From an optimization exercise on the open Yosys and OpenROAD flow, aimed at small area; shortcuts taken in it are not production practice. The RTL was checked by simulation tests, not by an equivalence proof against the original design. Power is estimated from default activity; no workload was simulated.

==> design.v <==
`timescale 1ns / 1ps
module pap_oai22 (input wire a0, b0, a1, b1, output wire y);
    assign y = ~((a0 | b0) & (a1 | b1));
endmodule
module pap_o21a (input wire a0, a1, b, output wire y);
    assign y = (a0 | a1) & b;
endmodule
module pap_inv (input wire a, output wire y);
    assign y = ~a;
endmodule
module pap_nor2 (input wire a, b, output wire y);
    assign y = ~(a | b);
endmodule
module pap_nand2 (input wire a, b, output wire y);
    assign y = ~(a & b);
endmodule
module pap_nand3 (input wire a, b, c, output wire y);
    assign y = ~(a & b & c);
endmodule
module pap_nand4 (input wire a, b, c, d, output wire y);
    assign y = ~(a & b & c & d);
endmodule
module pap_and2 (input wire a, b, output wire y);
    assign y = a & b;
endmodule
module pap_and4 (input wire a, b, c, d, output wire y);
    assign y = a & b & c & d;
endmodule
module pap_xor2 (input wire a, b, output wire y);
    assign y = a ^ b;
endmodule
module pap_sel4 (
    input  wire [3:0] s_n,
    input  wire [3:0] d_n,
    output wire       y_n
);
    wire p0, p1;
    pap_oai22 u0 (.a0(s_n[0]), .b0(d_n[0]), .a1(s_n[1]), .b1(d_n[1]), .y(p0));
    pap_oai22 u1 (.a0(s_n[2]), .b0(d_n[2]), .a1(s_n[3]), .b1(d_n[3]), .y(p1));
    pap_nor2  u2 (.a(p0), .b(p1), .y(y_n));
endmodule
module pap_sel8n (
    input  wire [7:0] s_n,
    input  wire [7:0] d_n,
    output wire       y_n
);
    wire q0, q1;
    pap_sel4 u0 (.s_n(s_n[3:0]), .d_n(d_n[3:0]), .y_n(q0));
    pap_sel4 u1 (.s_n(s_n[7:4]), .d_n(d_n[7:4]), .y_n(q1));
    pap_and2 u2 (.a(q0), .b(q1), .y(y_n));
endmodule
module pap_sel8 (
    input  wire [7:0] s_n,
    input  wire [7:0] d_n,
    output wire       y
);
    wire q0, q1;
    pap_sel4  u0 (.s_n(s_n[3:0]), .d_n(d_n[3:0]), .y_n(q0));
    pap_sel4  u1 (.s_n(s_n[7:4]), .d_n(d_n[7:4]), .y_n(q1));
    pap_nand2 u2 (.a(q0), .b(q1), .y(y));
endmodule
module pap_sel16n (
    input  wire [15:0] s_n,
    input  wire [15:0] d_n,
    output wire        y_n
);
    wire [3:0] q;
    genvar i;
    generate
        for (i = 0; i < 4; i = i + 1) begin : g_q
            pap_sel4 u (.s_n(s_n[4*i +: 4]), .d_n(d_n[4*i +: 4]), .y_n(q[i]));
        end
    endgenerate
    pap_and4 u4 (.a(q[0]), .b(q[1]), .c(q[2]), .d(q[3]), .y(y_n));
endmodule
module pap_sel16 (
    input  wire [15:0] s_n,
    input  wire [15:0] d_n,
    output wire        y
);
    wire [3:0] q;
    genvar i;
    generate
        for (i = 0; i < 4; i = i + 1) begin : g_q
            pap_sel4 u (.s_n(s_n[4*i +: 4]), .d_n(d_n[4*i +: 4]), .y_n(q[i]));
        end
    endgenerate
    pap_nand4 u4 (.a(q[0]), .b(q[1]), .c(q[2]), .d(q[3]), .y(y));
endmodule
module pap_dec2 (input wire [1:0] a, input wire [1:0] a_n, output wire [3:0] y);
    pap_nor2 u0 (.a(a[1]),   .b(a[0]),   .y(y[0]));
    pap_nor2 u1 (.a(a[1]),   .b(a_n[0]), .y(y[1]));
    pap_nor2 u2 (.a(a_n[1]), .b(a[0]),   .y(y[2]));
    pap_nor2 u3 (.a(a_n[1]), .b(a_n[0]), .y(y[3]));
endmodule
module pap_dec3n (input wire [2:0] a, output wire [7:0] y_n);
    wire [2:0] a_n;
    pap_inv i0 (.a(a[0]), .y(a_n[0]));
    pap_inv i1 (.a(a[1]), .y(a_n[1]));
    pap_inv i2 (.a(a[2]), .y(a_n[2]));
    genvar i;
    generate
        for (i = 0; i < 8; i = i + 1) begin : g_y
            pap_nand3 u (.a(i & 1 ? a[0] : a_n[0]), .b(i & 2 ? a[1] : a_n[1]),
                         .c(i & 4 ? a[2] : a_n[2]), .y(y_n[i]));
        end
    endgenerate
endmodule
module pap_dec4n (input wire [3:0] a, output wire [15:0] y_n);
    wire [3:0] a_n, lo, hi;
    pap_inv i0 (.a(a[0]), .y(a_n[0]));
    pap_inv i1 (.a(a[1]), .y(a_n[1]));
    pap_inv i2 (.a(a[2]), .y(a_n[2]));
    pap_inv i3 (.a(a[3]), .y(a_n[3]));
    pap_dec2 u_lo (.a(a[1:0]), .a_n(a_n[1:0]), .y(lo));
    pap_dec2 u_hi (.a(a[3:2]), .a_n(a_n[3:2]), .y(hi));
    genvar i;
    generate
        for (i = 0; i < 16; i = i + 1) begin : g_y
            pap_nand2 u (.a(hi[i/4]), .b(lo[i%4]), .y(y_n[i]));
        end
    endgenerate
endmodule
module pap_wdech #(parameter N = 8) (
    input  wire         rst_n,
    input  wire         bd_n,
    input  wire [N-1:0] sel_n,
    output wire [N-1:0] y_n
);
    genvar i;
    generate
        for (i = 0; i < N; i = i + 1) begin : g_y
            pap_o21a u (.a0(bd_n), .a1(sel_n[i]), .b(rst_n), .y(y_n[i]));
        end
    endgenerate
endmodule
module pap_wdecl #(parameter N = 8) (
    input  wire         rst_n,
    input  wire [N-1:0] sel_n,
    output wire [N-1:0] y_n
);
    genvar i;
    generate
        for (i = 0; i < N; i = i + 1) begin : g_y
            pap_and2 u (.a(rst_n), .b(sel_n[i]), .y(y_n[i]));
        end
    endgenerate
endmodule
module pap_wline (input wire h_n, l_n, output wire wr, hold);
    pap_nor2 u0 (.a(h_n), .b(l_n), .y(wr));
    pap_inv  u1 (.a(wr), .y(hold));
endmodule
module pap_next (
    input  wire       reset,
    input  wire       taken,
    input  wire       p,
    input  wire [5:0] y_row,
    input  wire [1:0] ctr,
    output wire [5:0] row_d,
    output wire [1:0] ctr_d
);
    wire [1:0] ctr_upd = taken ? ((ctr == 2'b11) ? 2'b11 : ctr + 2'b01)
                               : ((ctr == 2'b00) ? 2'b00 : ctr - 2'b01);
    assign ctr_d = reset ? 2'b01 : ~(ctr_upd ^ {2{p}});
    assign row_d = reset ? 6'b000000 : {~y_row[4:0], ~(taken ^ p)};
endmodule
module pap_phase_next (input wire reset, p, output wire y);
    assign y = ~(reset | p);
endmodule
module pap_predictor (
    input  wire       clk,
    input  wire       reset,
    input  wire       branch_detected,
    input  wire       branch_taken,
    input  wire [5:0] pc,
    output wire       prediction,
    output wire [5:0] bht_out,
    output wire [1:0] pht_select
);
    reg       p;
    reg [5:0] bht_x [0:63];
    reg [1:0] pht_x [0:255];
    genvar g, k, b;
    wire rst_n, bd_n;
    pap_inv u_rstn (.a(reset), .y(rst_n));
    pap_inv u_bdn  (.a(branch_detected), .y(bd_n));
    wire [7:0] bh_n, bl_n;
    pap_dec3n u_bh (.a(pc[5:3]), .y_n(bh_n));
    pap_dec3n u_bl (.a(pc[2:0]), .y_n(bl_n));
    wire [5:0] y_row, row;
    generate
        for (b = 0; b < 6; b = b + 1) begin : g_bb
            wire [7:0] gv_n;
            for (g = 0; g < 8; g = g + 1) begin : g_g
                wire [7:0] d_n;
                for (k = 0; k < 8; k = k + 1) begin : g_k
                    assign d_n[k] = bht_x[g*8+k][b];
                end
                pap_sel8n u_in (.s_n(bl_n), .d_n(d_n), .y_n(gv_n[g]));
            end
            pap_sel8 u_out (.s_n(bh_n), .d_n(gv_n), .y(y_row[b]));
            pap_xor2 u_x (.a(y_row[b]), .b(p), .y(row[b]));
        end
    endgenerate
    wire [7:0] idx = {pc[1:0], row};
    wire [15:0] ph_n, pl_n;
    pap_dec4n u_ph (.a(idx[7:4]), .y_n(ph_n));
    pap_dec4n u_pl (.a(idx[3:0]), .y_n(pl_n));
    wire [1:0] y_ctr, ctr;
    generate
        for (b = 0; b < 2; b = b + 1) begin : g_pb
            wire [15:0] gv_n;
            for (g = 0; g < 16; g = g + 1) begin : g_g
                wire [15:0] d_n;
                for (k = 0; k < 16; k = k + 1) begin : g_k
                    assign d_n[k] = pht_x[g*16+k][b];
                end
                pap_sel16n u_in (.s_n(pl_n), .d_n(d_n), .y_n(gv_n[g]));
            end
            pap_sel16 u_out (.s_n(ph_n), .d_n(gv_n), .y(y_ctr[b]));
            pap_xor2 u_x (.a(y_ctr[b]), .b(p), .y(ctr[b]));
        end
    endgenerate
    assign bht_out    = row;
    assign pht_select = pc[1:0];
    assign prediction = ctr[1];
    wire [5:0] row_d;
    wire [1:0] ctr_d;
    pap_next u_next (.reset(reset), .taken(branch_taken), .p(p), .y_row(y_row),
                     .ctr(ctr), .row_d(row_d), .ctr_d(ctr_d));
    wire p_d;
    pap_phase_next u_pn (.reset(reset), .p(p), .y(p_d));
    always @(posedge clk) p <= p_d;
    wire [7:0]  bwh_n, bwl_n;
    wire [15:0] pwh_n, pwl_n;
    pap_wdech #(.N(8))  u_bwh (.rst_n(rst_n), .bd_n(bd_n), .sel_n(bh_n), .y_n(bwh_n));
    pap_wdecl #(.N(8))  u_bwl (.rst_n(rst_n), .sel_n(bl_n), .y_n(bwl_n));
    pap_wdech #(.N(16)) u_pwh (.rst_n(rst_n), .bd_n(bd_n), .sel_n(ph_n), .y_n(pwh_n));
    pap_wdecl #(.N(16)) u_pwl (.rst_n(rst_n), .sel_n(pl_n), .y_n(pwl_n));
    generate
        for (g = 0; g < 64; g = g + 1) begin : g_bht
            wire wr, hold;
            pap_wline u_l (.h_n(bwh_n[g/8]), .l_n(bwl_n[g%8]), .wr(wr), .hold(hold));
            for (b = 0; b < 6; b = b + 1) begin : g_b
                wire nx;
                pap_oai22 u_s (.a0(bht_x[g][b]), .b0(wr), .a1(hold), .b1(row_d[b]), .y(nx));
                always @(posedge clk) bht_x[g][b] <= nx;
            end
        end
        for (g = 0; g < 256; g = g + 1) begin : g_pht
            wire wr, hold;
            pap_wline u_l (.h_n(pwh_n[g/16]), .l_n(pwl_n[g%16]), .wr(wr), .hold(hold));
            for (b = 0; b < 2; b = b + 1) begin : g_b
                wire nx;
                pap_oai22 u_s (.a0(pht_x[g][b]), .b0(wr), .a1(hold), .b1(ctr_d[b]), .y(nx));
                always @(posedge clk) pht_x[g][b] <= nx;
            end
        end
    endgenerate
endmodule
==> run.sh <==
#!/bin/bash
# synth_recipe.tcl (not shown) runs the flow's synth.tcl, then flattens the netlist and writes it again
# the make line also repeats each setting of config.mk as NAME=value (left out here)
make -C /OpenROAD-flow-scripts/flow DESIGN_CONFIG=/design/flow/config.mk WORK_HOME=/design/flow/orfs CLKGATE_MAP_FILE= SYNTH_SCRIPT=/design/flow/synth_recipe.tcl finish
==> config.mk <==
export PLATFORM = sky130hd
export DESIGN_NAME = pap_predictor
export DESIGN_NICKNAME = pap_predictor
export VERILOG_FILES = /design/flow/design.v
export SDC_FILE = /design/flow/constraint.sdc
export NUM_CORES = 4
export LEC_CHECK = 0
export CAP_MARGIN = 20
export CORE_MARGIN = 2
export CORE_UTILIZATION = 40
export SLEW_MARGIN = 20
export SYNTH_HIERARCHICAL = 1
==> constraint.sdc <==
create_clock -name core_clock -period 12.0 [get_ports {clk}]
set_input_delay 2.4000 -clock core_clock [delete_from_list [all_inputs] [get_ports {clk}]]
set_output_delay 2.4000 -clock core_clock [all_outputs]
set_load 0.01 [all_outputs]
==> results of run 1 <==
==> how the worst max path moves through the flow <==
stage	startpoint	to	slack (ns)	cells after the start
finish	pc[1]	prediction	0.83	22
CTS	pc[1]	prediction	0.91	22
floorplan	pc[2]	pht_x[0][0]	1.15	23
global placement	pc[1]	prediction	1.10	22
detailed placement	pc[1]	prediction	1.0	22
global route	pc[1]	prediction	0.40	22
==> layout by cell type, fill, tap and decap left out <==
cell             netlist  layout
nor2_1               588     582
o22ai_1             1384    1384
nor2b_1                1       1
buf_16                 0       1
clkinv_8               0       2
clkbuf_1               1      21
dfxtp_1              897     897
bufinv_16              0      10
buf_4                  2      64
clkinv_16              0       3
nor2_4                 0       6
and2_2                 0       3
inv_16                 0       1
nand4_1                2       2
mux2_8                 0       1
clkdlybuf4s50_1        0      18
and4_1                32      32
nand2_1               38      38
clkinv_2               0      15
o21a_1                24      24
mux2i_4                0       1
maj3_1                 1       1
buf_8                  0       1
buf_12                 0       8
xor2_1                 9       9
clkbuf_16              0      95
clkbuf_8               0      23
nand3_2                0       8
nand3_1               16       8
inv_1                337     337
maj3_2                 1       1
and2_1                72      69
inv_6                  0       1
==> synthesized netlist by cell type <==
cell	n
o22ai_1	1384
dfxtp_1	897
nor2_1	588
inv_1	337
and2_1	72
nand2_1	38
and4_1	32
o21a_1	24
nand3_1	16
xor2_1	9
buf_4	2
nand4_1	2
clkbuf_1	1
maj3_1	1
maj3_2	1
mux2_4	1
mux2i_1	1
nor2b_1	1
==> registers in the layout, summed over array words and instances, names as in the netlist <==
signal / count
bht_x: 384
pht_x: 512
p: 1
==> layout make-up <==
class | instances | area [um2] | area share, %
sequential | 897 | 17960 | 48.61
multi-input combinational | 2170 | 12260 | 33.18
clock buffer | 139 | 2773 | 7.506
tap | 1040 | 1301 | 3.522
inverter | 337 | 1265 | 3.424
timing repair buffer | 92 | 863.3 | 2.337
clock inverter | 32 | 526.8 | 1.426
==> report_power, final <==
| part | switching (mW) | internal (mW) |
|---|---|---|
| logic | 1.36 | 0.913 |
| registers | 0.590 | 4.05 |
| clock network | 1.23 | 1.83 |
==> cells by family after synthesis <==
| kind of cell | count (synthesis) | synth area share (%) |
|---|---|---|
| AO/OA/AOI/OAI | 1408 | 28.16 |
| flip-flops | 897 | 57.22 |
| AND/OR/NAND/NOR | 749 | 10.13 |
| buffers and inverters | 340 | 4.090 |
| XOR/XNOR | 9 | 0.2512 |
| multiplexers | 2 | 0.07972 |
| adder cells (fa/ha/maj) | 2 | 0.06777 |
==> per-module statistics from Yosys, one instance, submodules excluded, a selection <==
| module | times used | cell area (um2) | flops+latches | cells |
|---|---|---|---|---|
| pap_predictor | 1 | 17970 | 897 | 899 |
| pap_next | 1 | 95.09 | 0 | 15 |
| pap_xor2 | 8 | 8.758 | 0 | 1 |
| pap_and4 | 32 | 8.758 | 0 | 1 |
| pap_o21a | 24 | 7.507 | 0 | 1 |
| pap_and2 | 72 | 6.256 | 0 | 1 |
| pap_oai22 | 1384 | 6.256 | 0 | 1 |
| pap_nand4 | 2 | 6.256 | 0 | 1 |
| pap_nand3 | 16 | 5.005 | 0 | 1 |
| pap_phase_next | 1 | 3.754 | 0 | 1 |
| pap_inv | 336 | 3.754 | 0 | 1 |
| pap_nand2 | 38 | 3.754 | 0 | 1 |
==> stage by stage <==
step           hold WS, ns  total power [mW]  setup slack [ns]  std cells  utilization (%)
6_report            0.4406             9.976            0.8260       4707            47.61
2_1_floorplan       0.4220             6.078             1.149       3407                -
3_3_place_gp        0.4295             6.892             1.104       4534            43.30
3_5_place_dp        0.4369             6.921            0.9973       4536            43.35
4_1_cts             0.4450             9.980            0.9077       4707            47.61
5_1_grt             0.4490             10.45            0.3994       4707            47.61
==> per-layer routing <==
| metal | vias up | wire length, um |
|---|---|---|
| li1 | 13470 | - |
| met1 | 13640 | 45300 |
| met2 | 918 | 45320 |
| met3 | 204 | 6545 |
| met4 | 2 | 3672 |
| met5 | - | 10 |
==> run notes, run 1 <==
Outcome
The run finished with no timing, DRC or antenna violations.

Clock tree
Clock-pin slew was measured on the worst setup and hold paths at approximately 0.05 ns. In this run the clock root is driven by a clkbuf_16. The quantity of gates resized following cts is 0. The TritonCTS clock tree is yes. The number of clock sinks seen by CTS is 897.

In this run the post-CTS setup repair buffer count came out at 0. The clock reaches the later pin of the worst-skew pair after about 0.67 ns. The maximum buffer depth of the clock tree is 3. The number of buffers inserted by hold repair at cts is 0. The number of H-tree branching levels is 3. The CTS buffer count is 94.

Worst setup path
The critical register-to-register path endpoint is pht_x[4][1]. The reg-to-reg critical path startpoint is bht_x[20][1]. The worst-case reg-to-reg path depth is 22. The data arrival time of the critical path is approximately 8.8 ns.

Along the worst path, the maximum fanout reaches 32. The worst path required time is approximately 9.6 ns. STA classifies the critical path endpoint as an output pin.

The critical path in this run is classified as input port to output pin. In this design, the largest share of critical-path delay is due to simple AND/OR/NAND/NOR gates. The register-to-register path setup slack is about 5.7 ns. Walking the worst path, the cells encountered are clkdlybuf4s50_1 -> nand3_2 -> buf_4 -> o22ai_1 -> nor2_1 -> and2_1 -> o22ai_1 -> nor2_1 -> nand2_1 -> xor2_1 -> inv_1 -> nor2_1 -> nand2_1 -> buf_4 -> o22ai_1 -> nor2_1 -> and4_1 -> o22ai_1 -> nor2_1 -> nand4_1 -> xor2_1 -> clkdlybuf4s50_1.

The cell type with the highest occurrence count on the critical path is nor2_1. For this run, the slowest stage of the critical path takes just over 0.7 ns. The worst setup path is launched from an input port. The cell at the slowest stage of the critical path is nand3_2. Together, buffers and inverters on the worst path number 5.

Global route
Entering global routing, the biggest net connects about 210 pins. The number of global-route vias before repair is around 27,000. Summed over all layers, the global routing overflow is 0. Global routing used a little under two fifths of the available met2 tracks. met2 is the most crowded layer. Global routing used about a quarter of the available tracks. The initial antenna violation count is 2. The first global-routing pass estimated ~160 mm of wire.

Global routing used approximately 33% of the available met1 tracks. For met3 alone, demand over resource in global routing was 4.045%.

Place
The area of placed instances is 33,640 um2. Detailed placement ended at an HPWL of roughly 63 mm. The global placer's final weighted congestion is ~0.84.

The number of I/O port buffers is 18.

Power and ir drop
The areal power density over the cells is around 270 nW/um2. The leakage power figure is around 14 nW. The worst-case IR drop observed on VDD is 0.2165 mV.

Timing
Setup violations remaining at the end of the flow were counted as 0. The slew at the pin closest to its max-slew limit is between 1 and 1.5 ns. The number of slew-limit violations in the final report is 0. The worst relative slew slack is 20.76%.

Setup repair after global routing left no endpoint under its margin. The worst-case clock skew is just over 0.06 ns. The sum of negative setup slack is 0 ns. The total count of hold-check failures in the final report is 0.

The worst path uses approximately 93% of the clock period. The highest clock rate is around 89 MHz. Counting I/O delays and the setup requirement, the final critical path takes between 10 and 15 ns.

Floorplan
The core region is slightly below 80,000 um2. The initial core utilization is 40.45%. The floorplan step set the die height to 284.1 um. The number of standard-cell rows in the floorplan is 102. 19 I/O pins were placed. In this run the horizontal extent of the chip is 284.1 um. The die area is just over 80,000 um2.

Run
Across the run, the number of max-cap violations was 0.

Synth
The post-synthesis cell area is between 30,000 and 40,000 um2. After technology mapping, the gate count stands at approximately 3,400. The top cell type's share of synthesized area is ~57%. Ranked by total cell area, the synthesized netlist is headed by dfxtp_1, o22ai_1, nor2_1, inv_1, and2_1. In this run, synthesis produced a sequential element count of 897. Each instance of the synthesized netlist takes up on average approximately 9.2 um2.

The sequential cell area fraction in the yosys report is a little under three fifths. The number of distinct library cell variants in the gate-level netlist after synthesis is 18. The dominant cell type by area after synthesis is dfxtp_1. During synthesis, Yosys emitted a total of 11 warnings. The net count after synthesis is roughly 3,400.

Cells and area
The layout has 7,483 filler cells. The layout cell share with drive strength beyond 1 is about 6.7%. The finished layout cell area is approximately 37,000 um2.

0 antenna diodes ended up in the layout. Compared with the post-synthesis result, the final layout area differs by 17.71%. The final layout contains about 3,600 nets.

Routing
The count of unresolved DRC violations after routing is 0. Once detail routing completed, the nets flagged for antenna violations numbered 0. The DRC violation total after the first TritonRoute iteration is approximately 2,400. The via density per instance is between 5 and 6.

For this run, the detailed router's first-pass iteration total came to 6. The mean routed wirelength per cell is approximately 21 um. The total via count in the routed design is approximately 28,000. Wires add up to 100.9 mm.

Worst hold path
The tightest min-delay check is of the flip-flop to flip-flop type. The endpoint with the worst hold slack is bht_x[11][1]. The start point of the worst hold path is bht_x[11][1]. The number of instances on the worst hold path is 1.
==> inputs of run 2 (changes only) <==
--- a/design.v
+++ b/design.v
@@ -28,6 +28,9 @@
 endmodule
 module pap_xor2 (input wire a, b, output wire y);
     assign y = a ^ b;
+endmodule
+module pap_xnor2 (input wire a, b, output wire y);
+    assign y = ~(a ^ b);
 endmodule
 module pap_sel4 (
     input  wire [3:0] s_n,
@@ -38,26 +41,6 @@
     pap_oai22 u0 (.a0(s_n[0]), .b0(d_n[0]), .a1(s_n[1]), .b1(d_n[1]), .y(p0));
     pap_oai22 u1 (.a0(s_n[2]), .b0(d_n[2]), .a1(s_n[3]), .b1(d_n[3]), .y(p1));
     pap_nor2  u2 (.a(p0), .b(p1), .y(y_n));
-endmodule
-module pap_sel8n (
-    input  wire [7:0] s_n,
-    input  wire [7:0] d_n,
-    output wire       y_n
-);
-    wire q0, q1;
-    pap_sel4 u0 (.s_n(s_n[3:0]), .d_n(d_n[3:0]), .y_n(q0));
-    pap_sel4 u1 (.s_n(s_n[7:4]), .d_n(d_n[7:4]), .y_n(q1));
-    pap_and2 u2 (.a(q0), .b(q1), .y(y_n));
-endmodule
-module pap_sel8 (
-    input  wire [7:0] s_n,
-    input  wire [7:0] d_n,
-    output wire       y
-);
-    wire q0, q1;
-    pap_sel4  u0 (.s_n(s_n[3:0]), .d_n(d_n[3:0]), .y_n(q0));
-    pap_sel4  u1 (.s_n(s_n[7:4]), .d_n(d_n[7:4]), .y_n(q1));
-    pap_nand2 u2 (.a(q0), .b(q1), .y(y));
 endmodule
 module pap_sel16n (
     input  wire [15:0] s_n,
@@ -93,18 +76,14 @@
     pap_nor2 u2 (.a(a_n[1]), .b(a[0]),   .y(y[2]));
     pap_nor2 u3 (.a(a_n[1]), .b(a_n[0]), .y(y[3]));
 endmodule
-module pap_dec3n (input wire [2:0] a, output wire [7:0] y_n);
-    wire [2:0] a_n;
+module pap_dec2n (input wire [1:0] a, output wire [3:0] y_n);
+    wire [1:0] a_n;
     pap_inv i0 (.a(a[0]), .y(a_n[0]));
     pap_inv i1 (.a(a[1]), .y(a_n[1]));
-    pap_inv i2 (.a(a[2]), .y(a_n[2]));
-    genvar i;
-    generate
-        for (i = 0; i < 8; i = i + 1) begin : g_y
-            pap_nand3 u (.a(i & 1 ? a[0] : a_n[0]), .b(i & 2 ? a[1] : a_n[1]),
-                         .c(i & 4 ? a[2] : a_n[2]), .y(y_n[i]));
-        end
-    endgenerate
+    pap_nand2 u0 (.a(a_n[1]), .b(a_n[0]), .y(y_n[0]));
+    pap_nand2 u1 (.a(a_n[1]), .b(a[0]),   .y(y_n[1]));
+    pap_nand2 u2 (.a(a[1]),   .b(a_n[0]), .y(y_n[2]));
+    pap_nand2 u3 (.a(a[1]),   .b(a[0]),   .y(y_n[3]));
 endmodule
 module pap_dec4n (input wire [3:0] a, output wire [15:0] y_n);
     wire [3:0] a_n, lo, hi;
@@ -154,7 +133,7 @@
     input  wire       reset,
     input  wire       taken,
     input  wire       p,
-    input  wire [5:0] y_row,
+    input  wire [5:0] y_row_n,
     input  wire [1:0] ctr,
     output wire [5:0] row_d,
     output wire [1:0] ctr_d
@@ -162,7 +141,7 @@
     wire [1:0] ctr_upd = taken ? ((ctr == 2'b11) ? 2'b11 : ctr + 2'b01)
                                : ((ctr == 2'b00) ? 2'b00 : ctr - 2'b01);
     assign ctr_d = reset ? 2'b01 : ~(ctr_upd ^ {2{p}});
-    assign row_d = reset ? 6'b000000 : {~y_row[4:0], ~(taken ^ p)};
+    assign row_d = reset ? 6'b000000 : {y_row_n[4:0], ~(taken ^ p)};
 endmodule
 module pap_phase_next (input wire reset, p, output wire y);
     assign y = ~(reset | p);
@@ -184,22 +163,23 @@
     wire rst_n, bd_n;
     pap_inv u_rstn (.a(reset), .y(rst_n));
     pap_inv u_bdn  (.a(branch_detected), .y(bd_n));
-    wire [7:0] bh_n, bl_n;
-    pap_dec3n u_bh (.a(pc[5:3]), .y_n(bh_n));
-    pap_dec3n u_bl (.a(pc[2:0]), .y_n(bl_n));
-    wire [5:0] y_row, row;
+    wire [3:0]  bh_n;
+    wire [15:0] bl_n;
+    pap_dec2n u_bh (.a(pc[5:4]), .y_n(bh_n));
+    pap_dec4n u_bl (.a(pc[3:0]), .y_n(bl_n));
+    wire [5:0] y_row_n, row;
     generate
         for (b = 0; b < 6; b = b + 1) begin : g_bb
-            wire [7:0] gv_n;
-            for (g = 0; g < 8; g = g + 1) begin : g_g
-                wire [7:0] d_n;
-                for (k = 0; k < 8; k = k + 1) begin : g_k
-                    assign d_n[k] = bht_x[g*8+k][b];
+            wire [3:0] gv_n;
+            for (g = 0; g < 4; g = g + 1) begin : g_g
+                wire [15:0] d_n;
+                for (k = 0; k < 16; k = k + 1) begin : g_k
+                    assign d_n[k] = bht_x[g*16+k][b];
                 end
-                pap_sel8n u_in (.s_n(bl_n), .d_n(d_n), .y_n(gv_n[g]));
-            end
-            pap_sel8 u_out (.s_n(bh_n), .d_n(gv_n), .y(y_row[b]));
-            pap_xor2 u_x (.a(y_row[b]), .b(p), .y(row[b]));
+                pap_sel16n u_in (.s_n(bl_n), .d_n(d_n), .y_n(gv_n[g]));
+            end
+            pap_sel4 u_out (.s_n(bh_n), .d_n(gv_n), .y_n(y_row_n[b]));
+            pap_xnor2 u_x (.a(y_row_n[b]), .b(p), .y(row[b]));
         end
     endgenerate
     wire [7:0] idx = {pc[1:0], row};
@@ -226,21 +206,22 @@
     assign prediction = ctr[1];
     wire [5:0] row_d;
     wire [1:0] ctr_d;
-    pap_next u_next (.reset(reset), .taken(branch_taken), .p(p), .y_row(y_row),
+    pap_next u_next (.reset(reset), .taken(branch_taken), .p(p), .y_row_n(y_row_n),
                      .ctr(ctr), .row_d(row_d), .ctr_d(ctr_d));
     wire p_d;
     pap_phase_next u_pn (.reset(reset), .p(p), .y(p_d));
     always @(posedge clk) p <= p_d;
-    wire [7:0]  bwh_n, bwl_n;
+    wire [3:0]  bwh_n;
+    wire [15:0] bwl_n;
     wire [15:0] pwh_n, pwl_n;
-    pap_wdech #(.N(8))  u_bwh (.rst_n(rst_n), .bd_n(bd_n), .sel_n(bh_n), .y_n(bwh_n));
-    pap_wdecl #(.N(8))  u_bwl (.rst_n(rst_n), .sel_n(bl_n), .y_n(bwl_n));
+    pap_wdech #(.N(4))  u_bwh (.rst_n(rst_n), .bd_n(bd_n), .sel_n(bh_n), .y_n(bwh_n));
+    pap_wdecl #(.N(16)) u_bwl (.rst_n(rst_n), .sel_n(bl_n), .y_n(bwl_n));
     pap_wdech #(.N(16)) u_pwh (.rst_n(rst_n), .bd_n(bd_n), .sel_n(ph_n), .y_n(pwh_n));
     pap_wdecl #(.N(16)) u_pwl (.rst_n(rst_n), .sel_n(pl_n), .y_n(pwl_n));
     generate
         for (g = 0; g < 64; g = g + 1) begin : g_bht
             wire wr, hold;
-            pap_wline u_l (.h_n(bwh_n[g/8]), .l_n(bwl_n[g%8]), .wr(wr), .hold(hold));
+            pap_wline u_l (.h_n(bwh_n[g/16]), .l_n(bwl_n[g%16]), .wr(wr), .hold(hold));
             for (b = 0; b < 6; b = b + 1) begin : g_b
                 wire nx;
                 pap_oai22 u_s (.a0(bht_x[g][b]), .b0(wr), .a1(hold), .b1(row_d[b]), .y(nx));
--- a/config.mk
+++ b/config.mk
@@ -8,5 +8,8 @@
 export CAP_MARGIN = 20
 export CORE_MARGIN = 2
 export CORE_UTILIZATION = 40
+export CTS_BUF_LIST = sky130_fd_sc_hd__clkbuf_8
+export CTS_CLUSTER_DIAMETER = 50
+export CTS_CLUSTER_SIZE = 16
 export SLEW_MARGIN = 20
 export SYNTH_HIERARCHICAL = 1
==> run 2 against run 1 <==
Net effect:
- critical path depth shrank 1
- wire length fell by 0.93%
- sequential power is essentially flat
- critical path type unchanged
- critical endpoint unchanged
==> run notes, run 2 <==
Clock tree
The post-CTS setup buffer count is 0. The root buffer cell chosen for the clock tree is clkbuf_8. In this run the number of H-tree levels came out at 3. The maximum buffer depth of the clock tree is 3.

The source-to-sink clock delay at the later pin of the worst-skew pair is between 0.7 and 0.8 ns. The CTS buffer count is just under 90. The clock transition at the registers of the reported paths is ~0.080 ns. The TritonCTS clock tree is yes.

The number of gates resized after CTS was 0. The number of buffers inserted by hold repair at cts is 0. Clock tree synthesis found a total of between 800 and 900 sinks.

Worst setup path
Of all nets on the critical path, the largest fanout is 25. The worst path required time is around 9.6 ns. The worst setup path endpoint is prediction.

The register-to-register path setup slack is ~5.7 ns. The data arrival time of the critical path is 8.71 ns. By startpoint and endpoint, the worst setup path is classified as input port to output pin. The reg-to-reg critical path startpoint is bht_x[38][1]. The kind of capture point of the worst setup path is an output pin. The startpoint kind of the worst setup timing path is an input port. The critical register-to-register path endpoint is pht_x[177][1]. Tracing the worst setup path back leads to its startpoint at pc[0]. For the worst flop-to-flop path, the logic depth is 21.

Synth
The biggest area contributor in the post-synthesis netlist is dfxtp_1. Yosys printed 11 warnings. Synthesis instantiated 17 different standard cells from the library. In this run the mean area of a mapped cell was 9.255 um2. Sorting the synthesized cells by area gives the leading types as dfxtp_1, o22ai_1, nor2_1, inv_1, and4_1. Sequential cells were found to cover 57.50% of the synthesized design area. Yosys mapped a number of flops with a built-in enable equal to 0. The most used flip-flop cell after synthesis is dfxtp_1. The most repeated cell in the gate-level netlist after synthesis is o22ai_1.

Synthesis handed over a netlist of between 3,000 and 4,000 instances. Counting instances in the post-synthesis netlist gives the leading cell types as o22ai_1, dfxtp_1, nor2_1. After synthesis the netlist holds a flip-flop and latch count of about 900.

The number of nets in the synthesized netlist is roughly 3,400. Summing every instance area after synthesis gives between 30,000 and 40,000 um2. The top cell type's share of synthesized area is between 50% and 60%. The post-synthesis async set-or-reset flop share is 0%.

Floorplan
The die area is between 80,000 and 90,000 um2. The area of the placeable core is just under 80,000 um2. The die is around 280 um wide. From bottom edge to top edge, the die measures 283.4 um. In this run the count of I/O pins placed on the die edge is 19.

For this configuration, the core starts out at a cell density of 40.38%. The number of standard-cell rows in the floorplan is about 100.

Cells and area
The number of fillers in the final layout is between 7,000 and 8,000. The register with the most flip-flops in the layout has roughly 500 of them. The area growth from synthesis to layout is 13.19%. The layout cell share with drive strength beyond 1 is 6.130%. In the layout the commonest cells are o22ai_1, dfxtp_1, nor2_1. The largest registers in the layout are pht_x (512), bht_x (384), p (1).

The number of nets at the end of the flow is between 3,000 and 4,000. Ranked by flip-flop count, first place goes to pht_x. The finished layout cell area is around 35,000 um2. The library cell used most frequently in the layout, excluding fill and tap cells, is o22ai_1.

Timing
The worst path uses between 90% and 100% of the clock period. Adding up every negative setup slack in the final design gives 0 ns. The slew at the pin closest to its max-slew limit is between 1 and 1.5 ns.

Static timing analysis puts the maximum clock frequency at ~90 MHz. Setup repair after global routing left no endpoint under its margin. The final critical path time including I/O delays and setup is 11.11 ns.

The worst relative slew slack is between 20% and 30%. Setup violations remaining at the end of the flow were counted as 0. The total count of hold-check failures in the final report came to 0. The number of slew-limit violations in the final report is 0. The worst-case clock skew is ~0.054 ns.

Run
Across the run, the number of max-cap violations was 0.

Routing
The routed wire length is approximately 100 mm. Detailed routing inserted a total of approximately 28,000 vias. The via density per instance is about 6.

The number of routed nets with antenna violations is 0. The count of unresolved DRC violations after routing is 0. The first-pass iteration count of the detailed router is 5. The DRC violation total after the first TritonRoute iteration is ~2,500. In the final routed layout, each cell accounts on average for approximately 21 um.

Outcome
The run finished with no timing, DRC or antenna violations.

Place
The placed wire-length estimate after detailed placement is approximately 63 mm. The number of I/O port buffers is 18. The global placer's final weighted congestion is approximately 0.92. The area of placed instances is 33,300 um2.

Power and ir drop
Across the VDD grid, the largest voltage drop is 0.1649 mV. The areal power density over the cells is roughly 260 nW/um2. The leakage power figure is roughly 13 nW.

Global route
After global routing the overflow that remains totals 0. The first global-routing pass estimated 153.0 mm of wire. Entering global routing, the biggest net connects about 160 pins.

The initial antenna violation count is 2. The number of global-route vias before repair is about 26,000. Across every metal layer, demand over resource in global routing totals between 20% and 30%.

Worst hold path
The type of the most critical hold path is flip-flop to flip-flop.
[run 2: cell count changes after synthesis, sizes merged, moves of 4 or more]
| cell | change |
|---|---|
| nand3 | -16 |
| nand2 | +14 |
| and2 | -40 |
| o22ai | -12 |
| and4 | +24 |
| nor2b | +5 |
| xor2 | -6 |
| xnor2 | +6 |
| o21a | -4 |
[run 2: cells by family after synthesis]
logic type,synth area share [%]
buf+inv,4.099
flops,57.50
fa+ha+maj,0.06811
compound gates,27.97
xor+xnor,0.2524
simple gates,10.03
mux,0.08012
[run 2: worst min-delay path by stage]
stage / startpoint / to / depth (start not counted)
3_5_place_dp: pht_x[252][0] / pht_x[252][0] / 1
6_report: pht_x[135][0] / pht_x[135][0] / 1
3_3_place_gp: bht_x[57][0] / bht_x[57][0] / 1
5_1_grt: pht_x[182][0] / pht_x[182][0] / 1
4_1_cts: bht_x[11][5] / bht_x[11][5] / 1
2_1_floorplan: bht_x[0][0] / bht_x[0][0] / 1
[run 2: critical path, stage by stage]
cell and delay, ns:
clkdlybuf4s50_1 0.66, nor2_1 0.16, nand2_1 0.74, o22ai_1 0.20, nor2_1 0.35, and4_1 0.29
o22ai_1 0.10, nor2_1 0.35, xnor2_1 0.26, inv_1 0.10, nor2_1 0.24, nand2_1 0.49
buf_4 0.38, o22ai_1 0.20, nor2_1 0.05, and4_1 0.20, o22ai_1 0.25, nor2_1 0.11
nand4_1 0.12, xor2_1 0.39, clkdlybuf4s50_1 0.62
[run 2: per-stage QoR]
stage	hold slack [ns]	cells	power, mW	worst slack, ns	util (%)
finish	0.4461	4647	9.043	0.8860	45.70
global route	0.4587	4647	9.498	0.5958	45.70
CTS	0.4482	4645	9.042	1.108	45.70
detailed placement	0.4373	4487	6.889	1.121	43.05
global placement	0.4300	4487	6.871	1.139	43.05
floorplan	0.4220	3374	6.047	1.695	-
[run 2: final cells by class]
class	instances	area (um2)	share of cell area (%)
multi-input cells	2138	12060	34.13
clock inverters	65	764.5	2.163
clock buffers	93	1280	3.621
repair buffers	75	708.2	2.004
flip-flops and latches	897	17960	50.81
inverters	337	1265	3.579
well taps	1040	1301	3.682
diodes	2	5.005	0.01416
[run 2: Yosys stat by module, one instance, submodules excluded, excerpt]
module	area [um2]	flip-flops and latches	times used
pap_and4	8.758	0	56
pap_nand2	3.754	0	52
pap_nand4	6.256	0	2
pap_next	103.8	0	1
pap_o21a	7.507	0	20
pap_phase_next	3.754	0	1
[run 2: layer usage]
metal | track usage (%) | routed length, um | up-vias | share of wire, %
met2 | 37.05 | 43770 | 998 | 44
met1 | 33.10 | 45390 | 13250 | 45
met3 | 3.288 | 6232 | 210 | 6.2
met4 | 10.97 | 4518 | 0 | 4.5
met5 | 0 | 0 | - | 0
li1 | - | - | 13320 | -
[run 2: where the power goes]
part	switching [mW]	leakage [nW]	internal (mW)
Clock	1.19	1.04	0.977
Combinational	1.36	4.46	0.897
Sequential	0.576	7.57	4.04
Total	3.13	13.1	5.92
==> inputs of run 3 (changes only) <==
--- a/config.mk
+++ b/config.mk
@@ -10,6 +10,6 @@
 export CORE_UTILIZATION = 40
 export CTS_BUF_LIST = sky130_fd_sc_hd__clkbuf_8
 export CTS_CLUSTER_DIAMETER = 50
-export CTS_CLUSTER_SIZE = 16
+export CTS_CLUSTER_SIZE = 20
 export SLEW_MARGIN = 20
 export SYNTH_HIERARCHICAL = 1
==> run 3 against run 2 <==
Net effect:
- combinational power is essentially flat
- sequential share of layout area is essentially flat
- worst setup slack gained 0.064 ns
- global-route usage is essentially flat
- die area is the same
- sequential power is essentially flat
- cell count is essentially flat
- final area is essentially flat
- wire length is essentially flat
- first-iteration DRC count shrank 2.6%
- worst hold slack gained 0.00098 ns
- critical endpoint unchanged
- highest routed layer unchanged
==> run notes, run 3 <==
Synth
In the synthesized netlist the async set-or-reset flop fraction comes to 0%. The cell area that synthesis handed to floorplanning was 31,230 um2. By area, the combinational part of the netlist is dominated by compound AO/OA/AOI/OAI gates.

The synthesized-area fraction occupied by and/or/nand/nor cells is around a tenth. Sorting the synthesized cells by area gives the leading types as dfxtp_1, o22ai_1, nor2_1, inv_1, and4_1. Among all cell types in the netlist, the one instantiated most often is o22ai_1. The net count after synthesis is between 3,000 and 4,000.

Among all flip-flop cells after synthesis, the most frequent one is dfxtp_1. Synthesis produced a netlist whose cell count is between 3,000 and 4,000. Counting instances in the post-synthesis netlist gives the leading cell types as o22ai_1, dfxtp_1, nor2_1. The synthesized netlist devotes approximately 28% of its cell area to compound gates. The portion of synthesized area spent on multiplexers is less than 1%. The XOR/XNOR share of the synthesized area is 0.2524%. The synthesized design spends more area on one cell type than any other, namely dfxtp_1.

The sequential cell area fraction in the yosys report is 57.50%. The number of distinct library cell variants in the gate-level netlist after synthesis is 17. The synthesized area per cell is ~9 um2.

The adder and majority cell fraction of the synthesized area is less than 1%. The number of warnings printed during yosys synthesis is 11. Of the post-synthesis cell area, the dominant cell type holds 57.50%. The synthesized design contains 0 enable-type register cells. The synthesis-stage register bit count is around 900.

Timing
The ratio of final minimum period to clock period is between 90% and 100%. The number of slew-limit violations in the final report was 0. The slew at the pin closest to its max-slew limit is between 1 and 1.5 ns. The total count of hold-check failures in the final report is 0. Setup repair after global routing left no endpoint under its margin.

The worst relative slew slack is between 20% and 30%. After layout, the minimum clock period comes to between 10 and 15 ns. Derived from the worst setup path, the maximum achievable clock frequency is about 90 MHz. Setup violations remaining at the end of the flow were counted as 0. In the final timing run, aggregate negative setup slack is 0 ns.

The worst-case clock skew is between 0.05 and 0.06 ns.

Place
The placed wire-length estimate after detailed placement is approximately 63 mm. The number of I/O port buffers is 18. The global placer's final weighted congestion is 0.9157.

Clock tree
The number of clock sinks seen by CTS is 897. The CTS buffer count is 86. In this run the clock root is driven by a clkbuf_8. Clock latency on the worst-skew pair, taken at its later pin, is roughly 0.74 ns. The quantity of gates resized following cts is 0. Once the clock tree was built, the setup fixing pass inserted 0 buffers. The clock transition at the registers of the reported paths is approximately 0.11 ns.

The TritonCTS clock tree is yes. The maximum buffer depth of the clock tree is 3. The number of buffers inserted by hold repair at cts is 0. The number of H-tree branching levels is 3.

Routing
Once detail routing completed, the nets flagged for antenna violations numbered 0. Before antenna repair, the detailed router went through 6 iterations. The total via count in the routed design is 27,730. In the routed design, unresolved DRC markers number 0. After the first detailed-routing iteration, the DRC count stood at between 2,000 and 2,500. The final layout contains routed wiring with a total length of 99.84 mm. Dividing the detail-routed wire length by the instance count gives around 21 um. Using the TritonRoute via totals, the vias-per-cell ratio works out to ~6.

Global route
The number of global-route vias before repair came to around 26,000. The global-route wire length before repair is between 150 and 200 mm. The total overflow left after global routing is 0. The largest net degree at the start of global routing is 157. The initial antenna violation count was 1.

The total routing resource utilization after global routing is roughly a quarter.

Run
The tool flagged a number of max-cap violations equal to 0.

Worst setup path
STA puts the critical path data required time at approximately 9.6 ns. The startpoint of the worst setup timing path is pc[0]. The reg-to-reg critical path startpoint is bht_x[2][1]. The critical path goes through clkdlybuf4s50_1 -> nor2_1 -> nand2_1 -> o22ai_1 -> nor2_1 -> and4_1 -> o22ai_1 -> nor2_1 -> xnor2_1 -> inv_1 -> nor2_1 -> nand2_1 -> buf_4 -> o22ai_1 -> nor2_1 -> and4_1 -> o22ai_1 -> nor2_1 -> nand4_1 -> xor2_1 -> clkdlybuf4s50_1.

For this run, the slowest stage of the critical path takes 0.74 ns. The buffers plus inverters on the worst setup path is 4. In this run the worst path has a maximum fanout of 25. The cell that appears most often on the critical path is nor2_1.

The kind of capture point of the worst setup path is an output pin. STA puts the critical path data arrival time at roughly 8.7 ns. The startpoint-to-endpoint class of the critical path is input port to output pin.

The cell class contributing the biggest share of worst-path delay is simple AND/OR/NAND/NOR gates. The cell at the slowest stage of the critical path is nand2_1. The startpoint kind of the worst setup timing path is an input port.

Worst hold path
The path class of the tightest hold or removal check is flip-flop to flip-flop. The start point of the worst hold path is pht_x[171][0].

Floorplan
The area of the placeable core is 77,340 um2. The number of standard-cell rows in the floorplan is between 100 and 150. The boundary pin count is 19. The initial core utilization is between 40% and 50%.

The die area is ~80,000 um2. The vertical die dimension is around 280 um. The floorplan die width is about 280 um.

Cells and area
The flip-flop count of the largest register after layout is between 500 and 600. The layout cell share with drive strength beyond 1 is 6.267%. Relative to the synthesized area, the layout overhead comes to 13.18%. The area taken by flip-flops and latches is around 18,000 um2. In the layout the commonest cells are o22ai_1, dfxtp_1, nor2_1. Fill cells in the final layout number between 7,000 and 8,000. For this run, the post-layout net count is about 3,500. The most common library cell in the layout ignoring fill and taps is o22ai_1.

The largest registers in the layout are pht_x (512), bht_x (384), p (1). The end-of-flow core utilization is a little under half. pht_x holds more flip-flops than any other register. Summing all multi-input logic gate instances after layout gives between 10,000 and 15,000 um2.

Power and ir drop
The total power consumption of the routed design is 9.011 mW. The areal power density over the cells is roughly 250 nW/um2. IR analysis of the VDD net gives a maximum drop of approximately 0.17 mV.

The analysis attributes to cell leakage a power of between 10 and 15 nW.

Outcome
The run finished with no timing, DRC or antenna violations.
## run 3: metal layers
metal	vias up	track usage [%]	wire length, um
met5	-	0	0
met4	0	10.42	4253
met3	196	3.336	5958
met2	973	37.20	44080
met1	13230	33.14	45550
li1	13330	-	-
## run 3: kinds of logic after synthesis
logic type      Yosys count
fa+ha+maj                 2
simple gates            733
xor+xnor                  9
flops                   897
mux                       2
buf+inv                 339
compound gates         1392
## run 3: layout make-up
class / instances / area share, %
antenna: 2 / 0.01416
clock buffer: 88 / 3.427
clock inverter: 71 / 2.354
inverter: 337 / 3.579
multi-input combinational: 2138 / 34.13
sequential: 897 / 50.81
tap: 1040 / 3.682
timing repair buffer: 75 / 2.004
## run 3: final timing paths
path | to | slack [ns] | cells after the start
hold reg to reg | pht_x[171][0] | 0.45 | 1
setup / recovery | prediction | 0.95 | 21
hold / removal | pht_x[171][0] | 0.45 | 1
setup reg to reg | pht_x[93][1] | 5.77 | 21
## run 3: power by group
group          total (mW)  switching [mW]  leakage, nW  internal (mW)
clock network        2.14            1.26         1.02          0.878
logic                2.25            1.35         4.46          0.897
registers            4.62           0.578         7.57           4.04
total                9.01            3.19         13.0           5.82
## run 3: modules after synthesis, one instance, submodules excluded, excerpt
module / times used / cells inside
pap_phase_next: 1 / 1
pap_next: 1 / 14
pap_xnor2: 6 / 1
pap_inv: 336 / 1
pap_nand2: 52 / 1
pap_predictor: 1 / 899
pap_and2: 32 / 1
pap_oai22: 1372 / 1
pap_o21a: 20 / 1
pap_nor2: 582 / 1
pap_xor2: 2 / 1
pap_nand4: 2 / 1
pap_and4: 56 / 1
## run 3: metrics by stage
step / cells / hold WS [ns] / area, um2 / setup WS (ns)
2_1_floorplan: 3374 / 0.4220 / 31240 / 1.695
3_3_place_gp: 4487 / 0.4300 / 33300 / 1.139
3_5_place_dp: 4487 / 0.4373 / 33300 / 1.121
4_1_cts: 4646 / 0.4495 / 35340 / 1.116
5_1_grt: 4648 / 0.4587 / 35340 / 0.5896
6_report: 4648 / 0.4471 / 35340 / 0.9496
==> inputs of run 4 (changes only) <==
==> flow/run.sh (new file) <==
#!/bin/bash
# Standard layout, with clock tree synthesis told not to add dummy loads
# and to cluster sinks under clkbuf_8 leaf buffers.
set -euo pipefail
export CTS_ARGS="-sink_clustering_enable -repair_clock_nets -dont_use_dummy_load -buf_list sky130_fd_sc_hd__clkbuf_8 -sink_clustering_size 20 -sink_clustering_max_diameter 50"
bash standard.sh > standard_flow.log 2>&1
==> standard.sh (new file) <==
#!/bin/bash
# synth_recipe.tcl (not shown) runs the flow's synth.tcl, then flattens the netlist and writes it again
# the make line also repeats each setting of config.mk as NAME=value (left out here)
make -C /OpenROAD-flow-scripts/flow DESIGN_CONFIG=/design/flow/config.mk WORK_HOME=/design/flow/orfs CLKGATE_MAP_FILE= SYNTH_SCRIPT=/design/flow/synth_recipe.tcl "${@:-finish}"
--- a/config.mk
+++ b/config.mk
@@ -8,8 +8,5 @@
 export CAP_MARGIN = 20
 export CORE_MARGIN = 2
 export CORE_UTILIZATION = 40
-export CTS_BUF_LIST = sky130_fd_sc_hd__clkbuf_8
-export CTS_CLUSTER_DIAMETER = 50
-export CTS_CLUSTER_SIZE = 20
 export SLEW_MARGIN = 20
 export SYNTH_HIERARCHICAL = 1
removed: run.sh
==> run 4 against run 3 <==
Net effect:
- combinational power is essentially flat
- die area did not move
- sequential share of layout area increased by 1.3 points
==> run notes, run 4 <==
Worst hold path
The worst hold path begins at pht_x[161][0]. The path with the worst hold slack has its endpoint at pht_x[161][0]. The type of the most critical hold path is flip-flop to flip-flop. Along the worst hold path, the cell count comes to 1.

Routing
The number of routed nets with antenna violations is 0. After detailed routing, the number of remaining DRC violations is 0. The routed layout has ~28,000 vias. The pre-antenna-repair detailed-routing pass consisted of 8 iterations. The mean routed wirelength per cell is 21.72 um. The via density per instance is 6.019. The DRC violation total after the first TritonRoute iteration is roughly 2,500.

The routed wire length is between 90 and 100 mm.

Global route
The initial antenna violation count is 1. The global-route met1 utilization is between 30% and 40%. For met2 alone, demand over resource in global routing was a little under two fifths. The global-route wire length before repair is roughly 150 mm.

The most used routing layer is met2. The global-route track usage on met3 is around 3.3%. The overflow left after global routing is 0. The number of global-route vias before repair was roughly 26,000. Across every metal layer, demand over resource in global routing totals between 20% and 30%. The largest net degree at the start of global routing is between 150 and 200.

Worst setup path
The kind of capture point of the worst setup path is an output pin. The worst setup path is of the input port to output pin kind. At the worst endpoint, the required time is ~9.6 ns. The register-to-register path setup slack is approximately 5.7 ns. The startpoint kind of the worst setup timing path is an input port.

The data arrival time of the critical path is between 8 and 9 ns. The startpoint identified for the worst register-to-register timing path is bht_x[16][2]. Of all nets on the critical path, the largest fanout is 25.

The critical register-to-register path endpoint is pht_x[177][1]. The worst-case reg-to-reg path depth is 21.

Timing
Measured against its own limit, the worst slew margin works out to approximately a quarter. For this run, the top clock speed supported by timing is just over 90 MHz. Setup repair after global routing left no endpoint under its margin. The worst path uses roughly 92% of the clock period.

At the pin with the least slew margin, the transition time is 1.104 ns. The total count of hold-check failures in the final report is 0. Clock skew on the completed layout was measured at around 0.12 ns. The number of slew-limit violations in the final report was 0. The final worst-path setup slack is about 0.96 ns. In the final timing run, aggregate negative setup slack is 0 ns.

Setup violations remaining at the end of the flow were counted as 0. The clock period could shrink to 11.04 ns.

Floorplan
For this design the top-level I/O count stands at 19. The number of standard-cell rows in the floorplan is roughly 100. The initial core utilization is 40.38%. The floorplan step defined a die boundary enclosing between 80,000 and 90,000 um2. The core region is 77,340 um2.

Measured along the x axis, the die boundary spans 283.4 um. The vertical die dimension is between 200 and 300 um.

Clock tree
The number of setup buffers added after CTS is 0. Buffers inserted to repair hold after CTS numbered 0. No sink is reached through more buffers than the 3 on the longest clock path.

The quantity of gates resized following cts is 0. For the worst-skew pair, the clock arrives at the later sink with an insertion delay of ~0.73 ns. In this run the clock root is driven by a clkbuf_8. The clock transition at the registers of the reported paths is around 0.060 ns. The TritonCTS clock tree is yes.

In this run the number of H-tree levels came out at 3. The CTS buffer count is 86. CTS saw 897 sinks.

Synth
The synthesized netlist devotes between 10% and 20% of its cell area to simple gates. Of the post-synthesis cell area, the part taken by muxes is less than 1%. The dominant cell type by area after synthesis is dfxtp_1. Of the total synthesized cell area, the portion taken by XOR and XNOR cells is less than 1%. After synthesis, the netlist uses 17 different library cells. By count the netlist is led by o22ai_1, dfxtp_1, nor2_1. The most repeated cell in the gate-level netlist after synthesis is o22ai_1. For this run, the number of Yosys warnings is 11. The adder and majority cell fraction of the synthesized area is less than 1%.

Counting flops with a built-in enable in the synthesized netlist gives 0. The post-synthesis instance total is approximately 3,400. The synthesis-stage register bit count is between 800 and 900.

In this run the mean area of a mapped cell was 9.255 um2. The net count after synthesis is ~3,400. After synthesis, the cell types taking the most area are dfxtp_1, o22ai_1, nor2_1, inv_1, and4_1. Of all flip-flops after synthesis, the portion carrying an async set or reset was 0%.

The synthesized design devotes to its leading area cell type a little under three fifths of total area. The sequential cell area fraction in the yosys report is between 50% and 60%. Among all flip-flop cells after synthesis, the most frequent one is dfxtp_1. Summing the areas of all compound-gate instances in the mapped netlist gives ~28% of the synthesized area. By area, the combinational part of the netlist is dominated by compound AO/OA/AOI/OAI gates. The mapped netlist covers about 31,000 um2.

Place
The number of I/O port buffers is 18. The placed wire-length estimate after detailed placement is 63.07 mm. The worst slack after detailed placement is between 1 and 1.5 ns. The congestion estimate from routability-driven global placement came to 0.9157.

Cells and area
The final layout contains 3,545 nets. In the layout the commonest cells are o22ai_1, dfxtp_1, nor2_1. The register with the most flip-flops is pht_x.

Relative to the synthesized area, the layout overhead comes to 10.43%. The flip-flop count of the largest register after layout is 512. The largest registers in the layout are pht_x (512), bht_x (384), p (1). In the final layout, the share of cells above drive strength 1 is ~4.4%. The library cell used most frequently in the layout, excluding fill and tap cells, is o22ai_1.

Outcome
The flow ran to the end and the layout has no timing, DRC or antenna violations.

Run
Across the run, the number of max-cap violations was 0.

Power and ir drop
Dividing total power by cell area gives a power density of between 200 and 250 nW/um2. In this run the static leakage power is 12.65 nW. The peak supply drop is between 0.15 and 0.2 mV.
[run 4: cell types whose count changed in the layout (fill, tap and decap cells not counted), sizes merged]
cell      change
inv          -34
clkinv       -27
clkinvlp      -6
bufinv        -4
clkbuf        -2
[run 4: layout make-up]
cell class | count | area, um2
fill | 7636 | 42850
sequential | 897 | 17960
multi-input combinational | 2138 | 12060
tap | 1040 | 1301
inverter | 337 | 1265
clock buffer | 86 | 1184
timing repair buffer | 75 | 708.2
antenna | 2 | 5.005
[run 4: critical path, stage by stage]
cell	delay, ns
clkdlybuf4s50_1	0.66
nor2_1	0.16
nand2_1	0.74
o22ai_1	0.18
nor2_1	0.32
and4_1	0.27
o22ai_1	0.09
nor2_1	0.39
xnor2_1	0.25
inv_1	0.11
nor2_1	0.24
nand2_1	0.58
buf_12	0.39
o22ai_1	0.12
nor2_1	0.08
and4_1	0.18
o22ai_1	0.19
nor2_1	0.14
nand4_1	0.11
xor2_1	0.38
clkdlybuf4s50_1	0.62
[run 4: per-module statistics from Yosys (local to each module, per instance), excerpt]
module	cell area (um2)	copies in the design
pap_and2	6.256	32
pap_and4	8.758	56
pap_inv	3.754	336
pap_nand4	6.256	2
pap_next	103.8	1
pap_nor2	3.754	582
pap_o21a	7.507	20
pap_oai22	6.256	1372
pap_phase_next	3.754	1
pap_predictor	17970	1
pap_xnor2	8.758	6
[run 4: logic make-up (layout without fill, tap and decap cells)]
kind of cell    Yosys count  after routing
flops                   897            897
mux                       2              2
simple gates            733            733
xor+xnor                  9              9
fa+ha+maj                 2              2
buf+inv                 339            498
other cells               0              2
compound gates         1392           1392
[run 4: power by group]
| group | internal [mW] | switching, mW |
|---|---|---|
| sequential | 4.04 | 0.575 |
| combinational | 0.897 | 1.35 |
| clock | 0.638 | 0.969 |
| total | 5.58 | 2.90 |
[run 4: routing by layer]
layer / routed length, um / vias up
li1: - / 13250
met1: 45370 / 13180
met2: 43670 / 909
met3: 5886 / 199
met4: 4435 / 0
met5: 0 / -
[run 4: metrics by stage]
stage	util, %	area, um2	hold slack (ns)	cells	total power [mW]
after floorplan	-	31240	0.4220	3374	6.047
after global placement	43.05	33300	0.4300	4487	6.871
after detailed placement	43.05	33300	0.4373	4487	6.889
after CTS	44.58	34480	0.4435	4573	8.472
after global routing	44.59	34480	0.4554	4575	8.922
final	44.59	34480	0.4416	4575	8.477
[run 4: worst max path at each step]
stage	from	slack, ns	to
floorplan	pc[2]	1.70	pht_x[0][0]
global route	pc[3]	0.60	prediction
detailed placement	pc[3]	1.12	prediction
global placement	pc[3]	1.14	prediction
finish	pc[0]	0.96	prediction
CTS	pc[3]	1.12	prediction
==> inputs of run 5 (changes only) <==
--- a/config.mk
+++ b/config.mk
@@ -7,6 +7,7 @@
 export LEC_CHECK = 0
 export CAP_MARGIN = 20
 export CORE_MARGIN = 2
-export CORE_UTILIZATION = 40
+export CORE_UTILIZATION = 65
+export PLACE_DENSITY = 0.8
 export SLEW_MARGIN = 20
 export SYNTH_HIERARCHICAL = 1
==> run 5 against run 4 <==
Net effect:
- still clean
- global-route usage up 15 points
- power down 2.5%
- sequential share of layout area grew 1.7 points
- flip-flop and latch count stayed put
- synthesized cell count stayed put
- die area shrank 38%
- sequential power grew 1%
- clock-buffer cell count down 26
- critical path type unchanged
==> run notes, run 5 <==
Outcome
The flow ran to the end and the layout has no timing, DRC or antenna violations.

Timing
The worst pin sits at a relative slew slack of roughly 28%. The count of endpoints failing setup in the final report is 0. Setup repair after global routing left no endpoint under its margin. The ratio of final minimum period to clock period is between 90% and 100%. The slew at the pin closest to its max-slew limit is approximately 1.1 ns. The final worst hold slack is around 0.45 ns. The worst-case clock skew is between 0.05 and 0.06 ns. The highest clock rate is 88.88 MHz. For the final routed database, the setup TNS stands at 0 ns. The total count of hold-check failures in the final report is 0. The final critical path time including I/O delays and setup is 11.25 ns. The number of slew-limit violations in the final report is 0.

Synth
The number of flops mapped to enable cells by yosys is 0. Counting instances in the post-synthesis netlist gives the leading cell types as o22ai_1, dfxtp_1, nor2_1. The most common flop cell mapped by yosys is dfxtp_1. The biggest area contributor in the post-synthesis netlist is dfxtp_1. Yosys attributes the largest share of cell area to dfxtp_1, o22ai_1, nor2_1, inv_1, and4_1. The post-synthesis async set-or-reset flop share is 0%.

The synthesized area per cell is just over 9 um2. The cell count after synthesis came out at between 3,000 and 4,000. The post-synthesis cell area is 31,230 um2. The top cell type's share of synthesized area is around 58%.

The number of warnings printed during yosys synthesis is 11. After synthesis the netlist holds a flip-flop and latch count of 897. o22ai_1 is the most common cell in the netlist. Synthesis instantiated 17 different standard cells from the library. The sequential cell area fraction in the yosys report is about 58%.

Synthesis produced a netlist with a net count of between 3,000 and 4,000.

Clock tree
For the worst-skew pair, the clock arrives at the later sink with an insertion delay of around 0.74 ns. After clock tree synthesis, the repair step resized 0 gates. The number of H-tree branching levels is 2. The CTS buffer count is 60. Post-CTS timing repair inserted 0 buffers for setup. The clock transition at the registers of the reported paths is 0.08 ns. The maximum buffer depth of the clock tree is 3. Counting every sink on the clock net gives about 900. TritonCTS built the clock tree.

The library cell used as clock root buffer is clkbuf_8. The number of buffers inserted by hold repair at cts is 0.

Worst setup path
The kind of capture point of the worst setup path is an output pin. Walking the worst path, the cells encountered are clkdlybuf4s50_1 -> inv_1 -> nor2_1 -> nand2_1 -> o22ai_1 -> nor2_1 -> and4_1 -> o22ai_1 -> nor2_1 -> xnor2_1 -> inv_1 -> nor2_1 -> nand2_1 -> buf_12 -> o22ai_1 -> nor2_1 -> and4_1 -> o22ai_1 -> nor2_1 -> nand4_1 -> xor2_1 -> clkdlybuf4s50_1. The cell class contributing the biggest share of worst-path delay is simple AND/OR/NAND/NOR gates. The biggest cell delay along the critical path is about 0.78 ns.

In this run the worst path has a maximum fanout of 25. The data arrival time of the critical path is between 8 and 9 ns. STA classifies the critical path startpoint as an input port. The startpoint-to-endpoint class of the critical path is input port to output pin. In this design, the critical path's most frequently occurring cell is nor2_1. The buffers plus inverters on the worst setup path is 5. The worst path required time is between 9 and 10 ns.

For this design, the slowest cell found on the critical path is clkdlybuf4s50_1.

Routing
In the final routed layout, each cell accounts on average for between 20 and 25 um. For this block, the via count after detailed routing is approximately 29,000. The DRC violation total after the first TritonRoute iteration is between 3,000 and 4,000.

The number of routed nets with antenna violations is 0. The pre-antenna-repair detailed-routing pass consisted of 6 iterations. The count of unresolved DRC violations after routing is 0. Dividing the detail-routed via count by the number of cells gives 7.036. Wires add up to 99.77 mm.

Global route
The global-route wire length before repair is ~150 mm. Entering global routing, the biggest net connects around 160 pins. The number of global-route vias before repair is 28,080. The initial antenna violation count is 2. The overflow left after global routing is 0. The total routing resource utilization after global routing is 38.89%.

Place
The global placer's final weighted congestion is about 0.99. Summed over all nets, the half-perimeter wirelength after detailed placement is between 60 and 70 mm. The cell count after placement is 4,040. Input and output buffers added on the ports amount to 18. The area of placed instances is between 30,000 and 40,000 um2.

Floorplan
Once the floorplan was initialized, standard cells occupied roughly two thirds of the core. The area of the placeable core is around 48,000 um2. Pin placement for this block handled 19 I/O pins. In this run the core area contains 80 standard-cell rows.

In this run the horizontal extent of the chip is approximately 220 um. The floorplan step defined a die boundary enclosing ~50,000 um2. Measured along the y axis, the die boundary spans about 220 um.

Cells and area
The layout cell share with drive strength beyond 1 is around 3.1%. Counting the fill cells in the layout gives 3,601. After the last flow step, the layout net total stands at about 3,500. The register with the most flip-flops is pht_x. From synthesis to final layout, the design area changed by 6.948%. The area taken by flip-flops and latches is 17,960 um2. The register with the most flip-flops in the layout has just over 500 of them. In the layout the commonest cells are o22ai_1, dfxtp_1, nor2_1. Summing all multi-input logic gate instances after layout gives approximately 12,000 um2. The library cell used most frequently in the layout, excluding fill and tap cells, is o22ai_1. The finished layout cell area is between 30,000 and 40,000 um2. In the final layout, the registers with the most flip-flops are pht_x (512), bht_x (384), p (1). The finished layout holds roughly 4,100 standard cells, fillers aside.

Cells fill approximately 70% of the core in the end.

Power and ir drop
VDD sags by at most 0.2155 mV. Dividing total power by cell area gives a power density of 247.4 nW/um2. The leakage power figure is between 10 and 15 nW.

Worst hold path
The worst hold path belongs to the class flip-flop to flip-flop.

Run
The count of max-cap constraint violations is 0.
-- run 5: cell counts after synthesis --
No cell type changed its count.
-- run 5: logic make-up after synthesis --
group | Yosys count | share of synthesized area, %
flip-flops | 897 | 57.50
multiplexers | 2 | 0.08012
XOR/XNOR | 9 | 0.2524
AND/OR/NAND/NOR | 733 | 10.03
AO/OA/AOI/OAI | 1392 | 27.97
adder cells (fa/ha/maj) | 2 | 0.06811
buffers and inverters | 339 | 4.099
-- run 5: layout make-up --
type                            count  area share, %
Tap cell                          615          2.304
Multi-Input combinational cell   2138          36.12
Clock buffer                       60          2.473
Antenna cell                        1       0.007493
Timing Repair Buffer               55          1.540
Sequential cell                   897          53.77
Inverter                          337          3.788
-- run 5: layer usage --
metal	vias up	part of all wire, %	GRT usage [%]
met2	1764	45	61.36
met1	13590	38	49.50
met5	-	0.017	0
li1	13110	-	-
met3	410	10	7.072
met4	2	6.9	24.90
-- run 5: power breakdown --
part / internal [mW] / leakage (nW) / switching (mW) / total [mW]
logic: 0.877 / 4.35 / 1.38 / 2.26
registers: 4.04 / 7.57 / 0.628 / 4.67
clock network: 0.446 / 0.431 / 0.888 / 1.33
-- run 5: through the flow --
stage | power, mW | setup slack (ns)
global route | 8.598 | 0.5417
floorplan | 6.047 | 1.695
detailed placement | 6.880 | 1.067
CTS | 8.161 | 0.9782
finish | 8.262 | 0.7490
global placement | 6.722 | 1.196
-- run 5: path summary, 6_finish.rpt --
check,startpoint,to,slack [ns],depth (start not counted)
max reg2reg,bht_x[27][0],pht_x[185][1],5.64,21
min,pht_x[223][1],pht_x[223][1],0.45,1
max,pc[0],prediction,0.75,22
min reg2reg,pht_x[223][1],pht_x[223][1],0.45,1
-- run 5: Yosys stat by module (local to each module, per instance), excerpt --
module	cell area [um2]	times used
pap_predictor	17970	1
pap_xnor2	8.758	6
pap_and2	6.256	32
pap_next	103.8	1
pap_nand2	3.754	52
pap_phase_next	3.754	1
pap_xor2	8.758	2
pap_nor2	3.754	582
pap_nand4	6.256	2
pap_oai22	6.256	1372
pap_inv	3.754	336

## static timing again, ports no longer ideal
The results above use ideal ports. As a check the final layouts listed here were re-extracted and re-timed, cells and wires unchanged.
Step 1, drivers: a clkbuf_16 drives clk and a buf_2 each remaining input, both assumed.
Step 2 times the ports against the registers' clock, not the clock port: input delays grow and output delays shrink by t, the midpoint of the rising clock arrivals with the driver on.
Three values: ideal, step 1, step 2; two values: the first two.
| run | t, ns | slack for setup (ns) | worst data-port slew with drivers (ns) |
|---|---|---|---|
| run 1 | 0.705 | 0.826 / 0.795 / 0.795 | 0.04 |
| run 2 | 0.782 | 0.886 / 0.864 / 0.864 | 0.05 |
| run 3 | 0.781 | 0.950 / 0.926 / 0.926 | 0.05 |
| run 4 | 0.738 | 0.956 / 0.935 / 0.935 | 0.05 |
| run 5 | 0.769 | 0.749 / 0.722 / 0.722 | 0.04 |
After both steps setup and hold are still met in every run listed. For run 1, which loses most, drivers alone change the setup slack by -0.031 ns; drivers and shift together by -0.031 ns.
